Context: an optimization exercise on an open-source flow, tuned for small area. The choices shown serve that exercise and are no tape-out recipe.
Power and IR drop assume default switching activity.

Design blinking_led, start of the top module:
module blinking_led
   #(parameter W = 4)
   (
    input  logic clk,
    input  logic reset,
    input  logic cs,
    input  logic read,
    input  logic write,
    input  logic [4:0] addr,
    input  logic [31:0] wr_data,
    output logic [31:0] rd_data,
    output logic [W-1:0] led_out
   );
Settings: LEC_CHECK=0, CAP_MARGIN=20, CORE_MARGIN=2, CORE_UTILIZATION=40, SLEW_MARGIN=20; clock period 10.0 ns.
standard.sh (not shown) runs the stock make flow with config.mk's settings and CLKGATE_MAP_FILE= SYNTH_SCRIPT=/design/flow/synth_recipe.tcl, a recipe that flattens the netlist after the stock synthesis.
==> flow/flow/run.sh <==
#!/bin/bash
# Own layout flow: the standard flow with the standard synthesis unchanged, plus
#  - polopt.py: after synthesis, the full adders' polarities are chosen so that fewer
#    inverters sit between them (same logic function, same registers);
#  - the port buffers made of the smallest buffer cell (buf_1) instead of the flow's pick;
#  - tiemerge.tcl: after global placement, one tie cell drives all the constant-0 output
#    ports instead of one tie cell per port;
#  - the clock tree built from clkbuf_16 in clusters of up to 25 sinks, without dummy loads.
# Each tool's output goes to a log file of its own in this folder.
set -euo pipefail
R="$PWD/orfs/results/$FLOW_PLATFORM/blinking_led/base"
ARGS=(
  "BUFFER_PORTS_ARGS=-buffer_cell sky130_fd_sc_hd__buf_1"
  "CTS_ARGS=-sink_clustering_enable -repair_clock_nets -sink_clustering_size 25 -sink_clustering_max_diameter 100 -buf_list sky130_fd_sc_hd__clkbuf_16 -dont_use_dummy_load"
)
bash standard.sh "$R/1_2_yosys.v" > make_synth.log 2>&1
cp "$R/1_2_yosys.v" "$R/1_2_yosys_standard.v"
python3 flow/polopt.py "$R/1_2_yosys_standard.v" "$R/1_2_yosys.v" > polopt.log 2>&1
bash standard.sh "${ARGS[@]}" "$R/3_3_place_gp.odb" > make_place.log 2>&1
TIE_DB="$R/3_3_place_gp.odb" openroad -no_init -exit flow/tiemerge.tcl > tiemerge.log 2>&1
bash standard.sh "${ARGS[@]}" finish > make_finish.log 2>&1
Other scripts of this flow, unchanged in this note and not shown: flow/flow/polopt.py, flow/flow/tiemerge.tcl
==> next run, changes <==
--- a/flow/design.v
+++ b/flow/design.v
@@ -262,24 +262,22 @@
    logic s201;
    logic c202;
    logic s203;
    logic c204;
    logic s205;
    logic c206;
    logic q207;
    logic p208;
    logic q209;
    logic p210;
    logic q211;
-   logic p212;
-   logic q213;
    assign s1 = x[10] ^ x[8];
    assign c2 = x[10] & x[8];
    assign s3 = x[11] ^ x[9] ^ x[7];
    assign c4 = (x[11] & x[9]) | (x[11] & x[7]) | (x[9] & x[7]);
    assign s5 = x[6] ^ x[1];
    assign c6 = x[6] & x[1];
    assign s7 = x[12] ^ x[10] ^ x[8];
    assign c8 = (x[12] & x[10]) | (x[12] & x[8]) | (x[10] & x[8]);
    assign s9 = x[7] ^ x[2] ^ x[1];
    assign c10 = (x[7] & x[2]) | (x[7] & x[1]) | (x[2] & x[1]);
    assign s11 = x[13] ^ x[11] ^ x[9];
@@ -460,64 +458,62 @@
    assign c186 = (s135 & c134) | (s135 & c184) | (c134 & c184);
    assign s187 = s137 ^ c136 ^ c186;
    assign c188 = (s137 & c136) | (s137 & c186) | (c136 & c186);
    assign s189 = s139 ^ c138 ^ c188;
    assign c190 = (s139 & c138) | (s139 & c188) | (c138 & c188);
    assign s191 = s141 ^ c140 ^ c190;
    assign c192 = (s141 & c140) | (s141 & c190) | (c140 & c190);
    assign s193 = s143 ^ c142 ^ c192;
    assign c194 = (s143 & c142) | (s143 & c192) | (c142 & c192);
    assign s195 = s145 ^ c144 ^ c194;
    assign c196 = (s145 & c144) | (s145 & c194) | (c144 & c194);
-   assign s197 = s147 ^ c146;
-   assign c198 = s147 & c146;
-   assign s199 = s149 ^ c148 ^ c198;
-   assign c200 = (s149 & c148) | (s149 & c198) | (c148 & c198);
+   assign s197 = s147 ^ c146 ^ c196;
+   assign c198 = (s147 & c146) | (s147 & c196) | (c146 & c196);
+   assign s199 = s149 ^ c148;
+   assign c200 = s149 & c148;
    assign s201 = s151 ^ c150 ^ c200;
    assign c202 = (s151 & c150) | (s151 & c200) | (c150 & c200);
    assign s203 = s153 ^ c152 ^ c202;
    assign c204 = (s153 & c152) | (s153 & c202) | (c152 & c202);
    assign s205 = s155 ^ c154 ^ c204;
    assign c206 = (s155 & c154) | (s155 & c204) | (c154 & c204);
-   assign y[22] = s197 ^ c196;
-   assign q207 = c196 & s197;
-   assign y[23] = s199 ^ q207;
-   assign p208 = s197 & s199;
-   assign q209 = c196 & p208;
-   assign y[24] = s201 ^ q209;
-   assign p210 = p208 & s201;
-   assign q211 = c196 & p210;
-   assign y[25] = s203 ^ q211;
-   assign p212 = p210 & s203;
-   assign q213 = c196 & p212;
-   assign y[26] = s205 ^ q213;
+   assign y[23] = s199 ^ c198;
+   assign q207 = c198 & s199;
+   assign y[24] = s201 ^ q207;
+   assign p208 = s199 & s201;
+   assign q209 = c198 & p208;
+   assign y[25] = s203 ^ q209;
+   assign p210 = p208 & s203;
+   assign q211 = c198 & p210;
+   assign y[26] = s205 ^ q211;
    assign y[0] = x[0];
    assign y[1] = x[1];
    assign y[2] = s157;
    assign y[3] = s159;
    assign y[4] = s161;
    assign y[5] = s163;
    assign y[6] = s165;
    assign y[7] = s167;
    assign y[8] = s169;
    assign y[9] = s171;
    assign y[10] = s173;
    assign y[11] = s175;
    assign y[12] = s177;
    assign y[13] = s179;
    assign y[14] = s181;
    assign y[15] = s183;
    assign y[16] = s185;
    assign y[17] = s187;
    assign y[18] = s189;
    assign y[19] = s191;
    assign y[20] = s193;
    assign y[21] = s195;
+   assign y[22] = s197;
    assign rd_data = 32'd0;
    genvar i;
    generate
       for (i = 0; i < W; i++) begin : g_led
          blinking led_i (.clk(clk), .reset(reset), .we(we && addr[1:0] == i),
                          .tnew(tnew), .led(led_out[i]));
       end
    endgenerate
 endmodule
Cell area rose by a few percent.
Count of clock-buffer cells in the layout is unchanged.
Core utilization fell by 0.21 points.
Clock power rose slightly.
Wire length rose slightly.
First-iteration DRC count fell by a few percent.
Function was not checked in any run of this note: the RTL went through the layout flow alone.

## port drivers added, routing unchanged
In the flow no input, the clock included, has a driving cell. The finished layouts below were timed again as built, in two steps.
Step 1: set_driving_cell puts a clkbuf_16 on clk and a buf_2 on each other input, an assumption about the parent block.
Step 2 moves the port delays by t, midway between the first and last clock arrival at a register: inputs arrive t later, outputs are due t later. That takes back most of the time a late clock gives input paths.
a / b / c = ideal / step 1 / step 2; a / b = the first two.
| run | t, ns | slack for setup (ns) | hold slack, ns | clock arrival spread, ns |
|---|---|---|---|---|
| the first run | 0.505 | 0.341 / 0.361 / -0.144 | 0.421 / 0.421 / 0.421 | 0.033 / 0.034 |
| the second run | 0.518 | 0.247 / 0.276 / -0.242 | 0.425 / 0.425 / 0.425 | 0.035 / 0.034 |
Met with ideal ports but missed after step 2: setup timing in the first run and the second run. The setup slack of the second run, which loses most, moves by +0.029 ns with the drivers and by -0.489 ns with both steps.
